From an optimization exercise on the open Yosys and OpenROAD flow, aimed at small area; shortcuts taken in it are not production practice.
No functional check of the RTL was part of this run.
Power and IR drop assume default switching activity.

==> flow/design.v <==
package tl_pkg;
  typedef enum logic [3:0] {
    S0_A_STRAIGHT = 4'd0,
    S1_A_S_YELLOW = 4'd1,
    S2_A_LEFT     = 4'd2,
    S3_A_L_YELLOW = 4'd3,
    S4_B_STRAIGHT = 4'd4,
    S5_B_S_YELLOW = 4'd5,
    S6_B_LEFT     = 4'd6,
    S7_B_L_YELLOW = 4'd7,
    S8_OVERRIDE   = 4'd8,   
    S9_ALL_RED    = 4'd9    
  } state_t;
  typedef enum logic [3:0] {
    CODE_NONE     = 4'b0000,
    CODE_B_PED_1  = 4'b0001,  
    CODE_B_LEFT_1 = 4'b0010,  
    CODE_B_TH_1   = 4'b0011,  
    CODE_B_PED_2  = 4'b0100,  
    CODE_B_LEFT_2 = 4'b0101,  
    CODE_B_TH_2   = 4'b0110,  
    CODE_A_PED_1  = 4'b0111,  
    CODE_A_LEFT_1 = 4'b1000,  
    CODE_A_TH_1   = 4'b1001,  
    CODE_A_PED_2  = 4'b1010,  
    CODE_A_LEFT_2 = 4'b1011,  
    CODE_A_TH_2   = 4'b1100   
  } code_t;
  function automatic bit in_green_state(state_t s);
    in_green_state = (s==S0_A_STRAIGHT || s==S2_A_LEFT || s==S4_B_STRAIGHT || s==S6_B_LEFT);
  endfunction
  function automatic bit in_yellow_state(state_t s);
    in_yellow_state = (s==S1_A_S_YELLOW || s==S3_A_L_YELLOW || s==S5_B_S_YELLOW || s==S7_B_L_YELLOW);
  endfunction
endpackage : tl_pkg
module tl_timer(
  input  logic        clk,
  input  logic        rst_n,
  input  logic        load,
  input  logic [63:0] cycles,
  output logic        expired
);
  logic [63:0] cnt;
  always_ff @(posedge clk or negedge rst_n) begin
    if (!rst_n)         cnt <= 64'd0;
    else if (load)      cnt <= cycles;
    else if (cnt != 0)  cnt <= cnt - 1;
  end
  assign expired = (cnt == 0);
endmodule
module debounce_sync #(
  parameter int unsigned CYCLES = 1_000_000   
)(
  input  logic clk, rst_n,
  input  logic din,          
  output logic dout          
);
  logic d1, d2;
  always_ff @(posedge clk or negedge rst_n) begin
    if (!rst_n) begin d1<=0; d2<=0; end
    else         begin d1<=din; d2<=d1; end
  end
  logic        stable_state;
  logic [$clog2(CYCLES+1)-1:0] cnt;
  always_ff @(posedge clk or negedge rst_n) begin
    if (!rst_n) begin
      stable_state <= 1'b0;
      cnt          <= '0;
    end else begin
      if (d2 != stable_state) begin
        if (cnt >= CYCLES) begin
          stable_state <= d2;
          cnt          <= '0;
        end else begin
          cnt <= cnt + 1'b1;
        end
      end else begin
        cnt <= '0;
      end
    end
  end
  assign dout = stable_state;
endmodule
import tl_pkg::*;
module btn_interface #(
  parameter int unsigned F_CLK_HZ      = 50_000_000,
  parameter int unsigned T_DEBOUNCE_MS = 20
)(
  input  logic        clk,
  input  logic        rst_n,
  input  logic [11:0] btn_raw,     
  input  logic        accept_jump,  
  output logic        jump_req,     
  output logic [3:0] jump_state  
);
  localparam int unsigned DEBOUNCE_CYC = (F_CLK_HZ / 1000) * T_DEBOUNCE_MS;
  logic [11:0] btn_db;
  for (genvar i = 0; i < 12; i++) begin : g_db
    debounce_sync #(.CYCLES(DEBOUNCE_CYC)) u_db (
      .clk  (clk),
      .rst_n(rst_n),
      .din  (btn_raw[i]),
      .dout (btn_db[i])
    );
  end
  logic [11:0] btn_q;
  always_ff @(posedge clk or negedge rst_n) begin
    if (!rst_n) btn_q <= '0;
    else         btn_q <= btn_db;
  end
  wire [11:0] btn_rise =  btn_db & ~btn_q;
  logic        busy;
  logic [11:0] req_onehot;
  function automatic logic [11:0] pick_first_onehot(input logic [11:0] x);
    pick_first_onehot = 12'b0;
    for (int k=11;k>=0;k--) if (x[k]) pick_first_onehot = (12'b1 << k);
  endfunction
  always_ff @(posedge clk or negedge rst_n) begin
    if (!rst_n) begin
      busy       <= 1'b0;
      req_onehot <= '0;
    end else begin
      if (!busy) begin
        if (|btn_rise) begin
          busy       <= 1'b1;                  
          req_onehot <= pick_first_onehot(btn_rise);
        end
      end else begin
        if (accept_jump) begin                 
          busy       <= 1'b0;
          req_onehot <= '0;
        end
      end
    end
  end
  function automatic logic [3:0] enc12_to4 (input logic [11:0] oh);
    case (1'b1)
      oh[0]:  enc12_to4 = CODE_B_PED_1;
      oh[1]:  enc12_to4 = CODE_B_LEFT_1;
      oh[2]:  enc12_to4 = CODE_B_TH_1;
      oh[3]:  enc12_to4 = CODE_B_PED_2;
      oh[4]:  enc12_to4 = CODE_B_LEFT_2;
      oh[5]:  enc12_to4 = CODE_B_TH_2;
      oh[6]:  enc12_to4 = CODE_A_PED_1;
      oh[7]:  enc12_to4 = CODE_A_LEFT_1;
      oh[8]:  enc12_to4 = CODE_A_TH_1;
      oh[9]:  enc12_to4 = CODE_A_PED_2;
      oh[10]: enc12_to4 = CODE_A_LEFT_2;
      oh[11]: enc12_to4 = CODE_A_TH_2;
      default:enc12_to4 = CODE_NONE;
    endcase
  endfunction
  logic [3:0] enc_code;
  always_comb enc_code = busy ? enc12_to4(req_onehot) : CODE_NONE;
  always_comb begin
    jump_req = (enc_code != CODE_NONE);  
    case (enc_code)
      CODE_B_PED_1, CODE_B_PED_2,
      CODE_B_TH_1,  CODE_B_TH_2: jump_state = S4_B_STRAIGHT;
      CODE_B_LEFT_1, CODE_B_LEFT_2:       jump_state = S6_B_LEFT;
      CODE_A_PED_1, CODE_A_PED_2,
      CODE_A_TH_1,  CODE_A_TH_2: jump_state = S0_A_STRAIGHT;
      CODE_A_LEFT_1, CODE_A_LEFT_2:       jump_state = S2_A_LEFT;
      default: jump_state = S8_OVERRIDE; 
    endcase
  end
endmodule
import tl_pkg::*;
module tl_fsm #(
  parameter int unsigned F_CLK_HZ      = 50_000_000,
  parameter int unsigned T_GREEN_S_THR = 30,  
  parameter int unsigned T_GREEN_S_LT  = 10,  
  parameter int unsigned T_YELLOW_S    = 3,
  parameter int unsigned T_ALLRED_S    = 1
)(
  input  logic         clk,
  input  logic         rst_n,
  input  logic         jump_req,           
  input  logic [3:0] jump_state,       
  output logic         accept_jump,        
  output logic [3:0] cur_state
);
  localparam longint G_THR_CYC = longint'(F_CLK_HZ) * T_GREEN_S_THR;
  localparam longint G_LT_CYC  = longint'(F_CLK_HZ) * T_GREEN_S_LT;
  localparam longint Y_CYC     = longint'(F_CLK_HZ) * T_YELLOW_S;
  localparam longint AR_CYC    = longint'(F_CLK_HZ) * T_ALLRED_S;
  logic [3:0] cur;
  logic [3:0] nxt;
  assign cur_state = cur;
  logic [3:0] last_yellow;
  logic [3:0] jump_target;
  logic load_tmr;
  logic [63:0] dur_cycles;
  logic t_expired;
  tl_timer u_tmr (
    .clk    (clk),
    .rst_n  (rst_n),
    .load   (load_tmr),
    .cycles (dur_cycles),
    .expired(t_expired)
  );
  function automatic logic [63:0] duration_cycles(input logic [3:0] s);
    case (s)
      S0_A_STRAIGHT, S4_B_STRAIGHT: duration_cycles = G_THR_CYC;
      S2_A_LEFT,     S6_B_LEFT:     duration_cycles = G_LT_CYC;
      S1_A_S_YELLOW, S3_A_L_YELLOW,
      S5_B_S_YELLOW, S7_B_L_YELLOW: duration_cycles = Y_CYC;
      S9_ALL_RED:                   duration_cycles = AR_CYC;
      S8_OVERRIDE:                  duration_cycles = Y_CYC;  
      default:                      duration_cycles = G_THR_CYC;
    endcase
  endfunction
  always_ff @(posedge clk or negedge rst_n) begin
    if (!rst_n) begin
      cur          <= S0_A_STRAIGHT;
      last_yellow  <= S7_B_L_YELLOW;  
      jump_target  <= S0_A_STRAIGHT;
    end else begin
      cur <= nxt;
      if (accept_jump) jump_target <= jump_state;
      if (nxt==S1_A_S_YELLOW || nxt==S3_A_L_YELLOW ||
          nxt==S5_B_S_YELLOW || nxt==S7_B_L_YELLOW) begin
        last_yellow <= nxt;
      end
    end
  end
  logic cur_ne_nxt;
  assign cur_ne_nxt = (nxt != cur);
  always_comb begin
    dur_cycles = duration_cycles(nxt);
    load_tmr   = cur_ne_nxt;  
  end
  function automatic logic [3:0] next_green_after_ar(input logic [3:0] lastY);
    case (lastY)
      S1_A_S_YELLOW: next_green_after_ar = S2_A_LEFT;      
      S3_A_L_YELLOW: next_green_after_ar = S4_B_STRAIGHT;  
      S5_B_S_YELLOW: next_green_after_ar = S6_B_LEFT;      
      S7_B_L_YELLOW: next_green_after_ar = S0_A_STRAIGHT;  
      default:        next_green_after_ar = S0_A_STRAIGHT;
    endcase
  endfunction
  always_comb begin
    nxt         = cur;
    accept_jump = 1'b0;
    case (cur)
      S0_A_STRAIGHT: begin
        if (t_expired) nxt = S1_A_S_YELLOW;
      end
      S1_A_S_YELLOW: begin
        if (t_expired) nxt = S9_ALL_RED;
      end
      S2_A_LEFT: begin
        if (t_expired) nxt = S3_A_L_YELLOW;
      end
      S3_A_L_YELLOW: begin
        if (t_expired) nxt = S9_ALL_RED;
      end
      S4_B_STRAIGHT: begin
        if (t_expired) nxt = S5_B_S_YELLOW;
      end
      S5_B_S_YELLOW: begin
        if (t_expired) nxt = S9_ALL_RED;
      end
      S6_B_LEFT: begin
        if (t_expired) nxt = S7_B_L_YELLOW;
      end
      S7_B_L_YELLOW: begin
        if (t_expired) nxt = S9_ALL_RED;
      end
      S9_ALL_RED: begin
        if (t_expired) begin
          if (jump_req) begin
            accept_jump = 1'b1;    
            nxt         = S8_OVERRIDE;
          end else begin
            nxt = next_green_after_ar(last_yellow);
          end
        end
      end
      S8_OVERRIDE: begin
        if (t_expired) begin
          case (jump_target)
            S0_A_STRAIGHT: nxt = S0_A_STRAIGHT;
            S2_A_LEFT:     nxt = S2_A_LEFT;
            S4_B_STRAIGHT: nxt = S4_B_STRAIGHT;
            S6_B_LEFT:     nxt = S6_B_LEFT;
            default:       nxt = S0_A_STRAIGHT;
          endcase
        end
      end
      default: nxt = S0_A_STRAIGHT;
    endcase
  end
endmodule
import tl_pkg::*;
module light_mapper(
  input  logic [3:0] s,
  output logic a_straight_r, a_straight_y, a_straight_g,
  output logic a_left_r,     a_left_y,     a_left_g,
  output logic a_p_r,        a_p_g,
  output logic b_straight_r, b_straight_y, b_straight_g,
  output logic b_left_r,     b_left_y,     b_left_g,
  output logic b_p_r,        b_p_g
);
  task automatic set_all_red();
    begin
      a_straight_r=1; a_straight_y=0; a_straight_g=0;
      a_left_r    =1; a_left_y    =0; a_left_g    =0;
      a_p_r       =1; a_p_g       =0;
      b_straight_r=1; b_straight_y=0; b_straight_g=0;
      b_left_r    =1; b_left_y    =0; b_left_g    =0;
      b_p_r       =1; b_p_g       =0;
    end
  endtask
  always_comb begin
    set_all_red();
    case (s)
      S0_A_STRAIGHT: begin
        a_straight_r=0; a_straight_g=1;
        a_p_r=0;        a_p_g=1;
        a_left_r=1;
      end
      S1_A_S_YELLOW: begin
        a_straight_r=0; a_straight_y=1;
      end
      S2_A_LEFT: begin
        a_left_r=0; a_left_g=1;
        a_p_r=1;   a_p_g=0;
      end
      S3_A_L_YELLOW: begin
        a_left_r=0; a_left_y=1;
      end
      S4_B_STRAIGHT: begin
        b_straight_r=0; b_straight_g=1;
        b_p_r=0;        b_p_g=1;
        b_left_r=1;
      end
      S5_B_S_YELLOW: begin
        b_straight_r=0; b_straight_y=1;
      end
      S6_B_LEFT: begin
        b_left_r=0; b_left_g=1;
        b_p_r=1;   b_p_g=0;
      end
      S7_B_L_YELLOW: begin
        b_left_r=0; b_left_y=1;
      end
      S8_OVERRIDE: begin
        a_straight_r=0; a_straight_y=1;
        b_straight_r=0; b_straight_y=1;
      end
      S9_ALL_RED: begin end
    endcase
  end
endmodule
import tl_pkg::*;
module traffic_light_top #(
  parameter int unsigned F_CLK_HZ      = 1_000,
  parameter int unsigned T_GREEN_S_THR = 30,  
  parameter int unsigned T_GREEN_S_LT  = 10,  
  parameter int unsigned T_YELLOW_S    = 3,
  parameter int unsigned T_ALLRED_S    = 1,
  parameter int unsigned T_DEBOUNCE_MS = 20
)
(
  input  logic        clk,
  input  logic        rst_n,
  input  logic [11:0] btn_raw,
  output logic a_straight_r, a_straight_y, a_straight_g,
  output logic a_left_r,     a_left_y,     a_left_g,
  output logic a_p_r,        a_p_g,
  output logic b_straight_r, b_straight_y, b_straight_g,
  output logic b_left_r,     b_left_y,     b_left_g,
  output logic b_p_r,        b_p_g
);
  logic        jump_req;
  logic [3:0]      jump_state;
  logic        accept_jump;
  btn_interface #(
    .F_CLK_HZ(F_CLK_HZ),
    .T_DEBOUNCE_MS(T_DEBOUNCE_MS)
  ) u_btn_if (
    .clk         (clk),
    .rst_n       (rst_n),
    .btn_raw     (btn_raw),
    .accept_jump (accept_jump),
    .jump_req    (jump_req),
    .jump_state  (jump_state)
  );
  logic [3:0] cur_state;
  tl_fsm #(
    .F_CLK_HZ      (F_CLK_HZ),
    .T_GREEN_S_THR (T_GREEN_S_THR),
    .T_GREEN_S_LT  (T_GREEN_S_LT),
    .T_YELLOW_S    (T_YELLOW_S),
    .T_ALLRED_S    (T_ALLRED_S)
  ) u_fsm (
    .clk         (clk),
    .rst_n       (rst_n),
    .jump_req    (jump_req),
    .jump_state  (jump_state),
    .accept_jump (accept_jump),
    .cur_state   (cur_state)
  );
  light_mapper u_map (
    .s               (cur_state),
    .a_straight_r    (a_straight_r),
    .a_straight_y    (a_straight_y),
    .a_straight_g    (a_straight_g),
    .a_left_r        (a_left_r),
    .a_left_y        (a_left_y),
    .a_left_g        (a_left_g),
    .a_p_r           (a_p_r),
    .a_p_g           (a_p_g),
    .b_straight_r    (b_straight_r),
    .b_straight_y    (b_straight_y),
    .b_straight_g    (b_straight_g),
    .b_left_r        (b_left_r),
    .b_left_y        (b_left_y),
    .b_left_g        (b_left_g),
    .b_p_r           (b_p_r),
    .b_p_g           (b_p_g)
  );
endmodule
==> flow/run.sh <==
#!/bin/bash
# synth_recipe.tcl (not shown) runs the flow's synth.tcl, then flattens the netlist and writes it again
# the make line also repeats each setting of config.mk as NAME=value (left out here)
make -C /OpenROAD-flow-scripts/flow DESIGN_CONFIG=/design/flow/config.mk WORK_HOME=/design/flow/orfs CLKGATE_MAP_FILE= SYNTH_SCRIPT=/design/flow/synth_recipe.tcl finish
==> flow/config.mk <==
export PLATFORM = sky130hd
export DESIGN_NAME = traffic_light_top
export DESIGN_NICKNAME = traffic_light_top
export VERILOG_FILES = /design/flow/design.v
export SDC_FILE = /design/flow/constraint.sdc
export NUM_CORES = 4
export LEC_CHECK = 0
export CAP_MARGIN = 20
export CORE_MARGIN = 2
export CORE_UTILIZATION = 40
export SLEW_MARGIN = 20
==> flow/constraint.sdc <==
create_clock -name core_clock -period 10.0 [get_ports {clk}]
set_input_delay 2.0000 -clock core_clock [delete_from_list [all_inputs] [get_ports {clk}]]
set_output_delay 2.0000 -clock core_clock [all_outputs]
set_load 0.01 [all_outputs]
==> results.txt <==
relative slew slack=between 20 and 25%; min-delay worst type=reg -> reg; Final nets=961; Worst path slowest cell=sky130_fd_sc_hd__clkdlybuf4s50_1; number of global-route vias before repair=6249; sequential cell area fraction in the yosys report=53.1%; Warnings, synthesis=5; clock root buffer=sky130_fd_sc_hd__clkbuf_16; RSZ-0062 raised after global routing=no; ratio of cells with drive above 1 in the final layout=8.06%; Final Instance Count excl. Fillers=1215; number of maximum-capacitance violations=0; post-route setup TNS=0 ps; shortest period the worst path allows=5100 ps; drt pass-1 iters=5; critical path endpoint category=output pin; family with the most delay on the worst path=compound AO/OA/AOI/OAI gates; Power Total=0.00165 W; Worst path depth=11; cells along the critical path=nor2b_1 > o21bai_1 > a21oi_1 > o21bai_1 > a21oi_1 > o21ai_0 > ha_1 > nand2_1 > o21a_1 > nor2_1 > clkdlybuf4s50_1; clock-pin slew of the registers on the worst-case setup and hold paths=80 ps; # port buffers=29; portion of synthesized cell area occupied by the leading cell type=52.3%; Design Area, Final=between 10000 and 15000 µm²; placed insts=1183; Worst Path Class, Setup=reg -> out; area delta synth->final=13.0%; Overflow after GRT=0; Mapped Area=9240 µm²; Setup crit start kind=flip-flop; number of buffers inserted to repair setup after CTS=0; final routed wire length divided by cell count=14.5 µm; endpoint required time on the critical path=roughly 8000 ps; Iter 0 DRT Violations=378; leading post-synthesis cells by instance count=sky130_fd_sc_hd__dfrtp_1 (193), sky130_fd_sc_hd__nor2_1 (107), sky130_fd_sc_hd__inv_1 (51); Die ar.=24300 µm²; number of nets in the synthesized netlist=just over 900; worst endpoint data arrival time=3100 ps; Vert. Die Dim=156 µm; Starting Density=between 40% and 50%; leading register cell type out of synthesis=sky130_fd_sc_hd__dfrtp_1; GRT Total Usage=15.6%; async set-reset flop share out of synthesis=100%; timing-limited maximum frequency=approximately 0.20 GHz; TritonCTS clock tree=yes; number of rows created at floorplan=55; post-detailed-routing wire length=17.7 mm; worst clock skew=roughly 12 ps; number of instances resized during post-cts repair=0; Yosys cell types=63; largest area contributor in the synthesized netlist=sky130_fd_sc_hd__dfrtp_1; utilization of the core after routing=46.1%; global-route wire length before repair=30.8 mm; status=finished clean; setup violators final=0; clock buffer count from CTS=17; CP peak stage delay=550 ps; sum of buffers and inverters on the critical path=1; H-tree depth=4; DRC viols=0; number of hold buffers added after cts=0; cell with the most instances after synthesis=sky130_fd_sc_hd__dfrtp_1; vias after detailed routing=6440; total power divided by cell area=158 nW/µm²; number of instances in the synthesized netlist=roughly 890; mean cell area of the mapped netlist=10.4 µm²; Fillers=2131; boundary pin count=30; final critical-path share of the clock period=51.0%; number of diodes added for antenna fixing=0; GP Congestion=0.811; Clock Sinks=196; half-perimeter wire length after detailed placement=12.0 mm; final hold violation count=0; Clock Latency Late Sink=440 ps; number of flip-flops and latches in the synthesized netlist=196; slew of the pin with the lowest slew margin=about 1100 ps; remaining antenna violation count after routing=0; pin count of the biggest net entering global routing=91; VDD IR-drop max=~97 µV; overall die width=about 160 µm; biggest area contributors in the synthesized netlist=sky130_fd_sc_hd__dfrtp_1 (52%), sky130_fd_sc_hd__nor2_1 (4.3%), sky130_fd_sc_hd__ha_1 (4.1%); Post-synth EDFFs=0; antenna violations before repair=0; clk buf depth=2; worst reg2reg path depth=6; maximum net fanout on the critical path=4; Leak=4.80 nW; max-slew violation count=0; core footprint=22600 µm²; cell depth of the worst min-delay path=0; cell area reported after detailed placement=9830 µm²; Vias per Instance=5.30
## where the power goes
part           total (W)  leakage (nW)  internal (W)  switching, W
sequential      0.000838          2.61      0.000816     0.0000218
combinational   0.000122          1.90     0.0000502     0.0000715
clock           0.000690         0.288      0.000341      0.000349
## area by class of cell
cell class | instances | area (µm²) | share of cell area (%)
multi-input combinational | 617 | 4050 | 38.8
tap | 285 | 357 | 3.42
clock buffer | 17 | 425 | 4.07
clock inverter | 15 | 181 | 1.74
timing repair buffer | 34 | 332 | 3.18
inverter | 51 | 191 | 1.83
sequential | 196 | 4910 | 47.0
## cells by family after synthesis
| family | after synthesis | synth area share [%] |
|---|---|---|
| compound gates | 159 | 11.2 |
| fa+ha+maj | 30 | 4.06 |
| buf+inv | 72 | 3.29 |
| mux | 23 | 2.68 |
| xor+xnor | 70 | 6.64 |
| flops | 196 | 53.1 |
| simple gates | 335 | 19.0 |
## metrics by stage
step | setup slack [ps] | hold slack (ps)
6_report | 4900 | 353
5_1_grt | 4620 | 362
4_1_cts | 4860 | 355
3_5_place_dp | 5370 | 336
3_3_place_gp | 5440 | 333
2_1_floorplan | 6130 | 331
## placed cells by master (no fill, tap or decap), types with 5 or more instances in the layout
master	instances
sky130_fd_sc_hd__clkbuf_16	17
sky130_fd_sc_hd__nor2b_1	11
sky130_fd_sc_hd__a31oi_1	5
sky130_fd_sc_hd__o22ai_1	16
sky130_fd_sc_hd__xor2_1	40
sky130_fd_sc_hd__and3_1	18
sky130_fd_sc_hd__clkdlybuf4s50_1	28
sky130_fd_sc_hd__inv_1	51
sky130_fd_sc_hd__a21oi_1	35
sky130_fd_sc_hd__nand2_1	47
sky130_fd_sc_hd__o41ai_1	5
sky130_fd_sc_hd__nand3_1	27
sky130_fd_sc_hd__xnor2_1	30
sky130_fd_sc_hd__o21ai_0	29
sky130_fd_sc_hd__o31ai_1	17
sky130_fd_sc_hd__or3_1	15
sky130_fd_sc_hd__nand4_1	11
sky130_fd_sc_hd__ha_1	30
sky130_fd_sc_hd__nor3_1	22
sky130_fd_sc_hd__nand2b_1	12
sky130_fd_sc_hd__mux2i_1	9
sky130_fd_sc_hd__a211oi_1	17
sky130_fd_sc_hd__mux2_2	14
sky130_fd_sc_hd__or4_1	19
sky130_fd_sc_hd__nor2_1	107
sky130_fd_sc_hd__nor4_1	14
sky130_fd_sc_hd__dfrtp_1	193
sky130_fd_sc_hd__or2_2	6
sky130_fd_sc_hd__buf_4	5
## flip-flops by register name, summed over array words and instances (netlist names)
| signal | flops |
|---|---|
| u_btn_if.btn_q | 12 |
| u_btn_if.busy | 1 |
| u_btn_if.g_db.u_db.cnt | 60 |
| u_btn_if.g_db.u_db.d1 | 12 |
| u_btn_if.g_db.u_db.d2 | 12 |
| u_btn_if.g_db.u_db.stable_state | 12 |
| u_btn_if.req_onehot | 12 |
| u_fsm.cur | 4 |
| u_fsm.jump_target | 3 |
| u_fsm.last_yellow | 4 |
| u_fsm.u_tmr.cnt | 64 |
## per-layer routing
metal  routed length, µm  global-route usage [%]  part of all wire [%]
met3                 466                    2.92                   2.6
met1                8770                    21.7                    50
met2                8200                    24.8                    46
met4                 231                    4.67                   1.3
met5                   0                       0                     0
## path summary, 6_finish.rpt
path / startpoint / end / slack, ps
worst max-delay path: u_btn_if.req_onehot[10] / a_left_g / 4900
worst min-delay path: u_btn_if.g_db[7].u_db.d1 / u_btn_if.g_db[7].u_db.d2 / 350
worst max register to register: u_fsm.u_tmr.cnt[8] / u_btn_if.req_onehot[5] / 6470
worst min register to register: u_btn_if.g_db[7].u_db.d1 / u_btn_if.g_db[7].u_db.d2 / 350
max in group asynchronous: rst_n / u_fsm.u_tmr.cnt[13] / 6540
min in group asynchronous: rst_n / u_btn_if.g_db[7].u_db.cnt[2] / 1590

[separate check: timing with driven ports]
The flow's constraints put no driver on any port. The routed layout listed below was extracted and timed again, unchanged, in two steps. Step 1: set_driving_cell puts a clkbuf_16 on clk and a buf_2 on each other input, an assumption about the parent block. Step 2 adds t to the input delays and takes it off the output delays; t is the mean of the earliest and latest rising clock arrival at the registers after step 1. Input paths then give back, and output paths get back, about the clock's delay inside the block. Three values: ideal, step 1, step 2; two values: the first two.
t, ns: 0.477
setup WS [ns]: 4.903 / 4.859 / 5.337
hold slack, ns: 0.353 / 0.353 / 0.353
worst slew at a driven data input, ns: 0.06
cell pins on the clock port's net: 1
After both steps setup and hold are still met in this run. For this run, drivers alone change the setup slack by -0.044 ns; drivers and shift together by +0.434 ns.
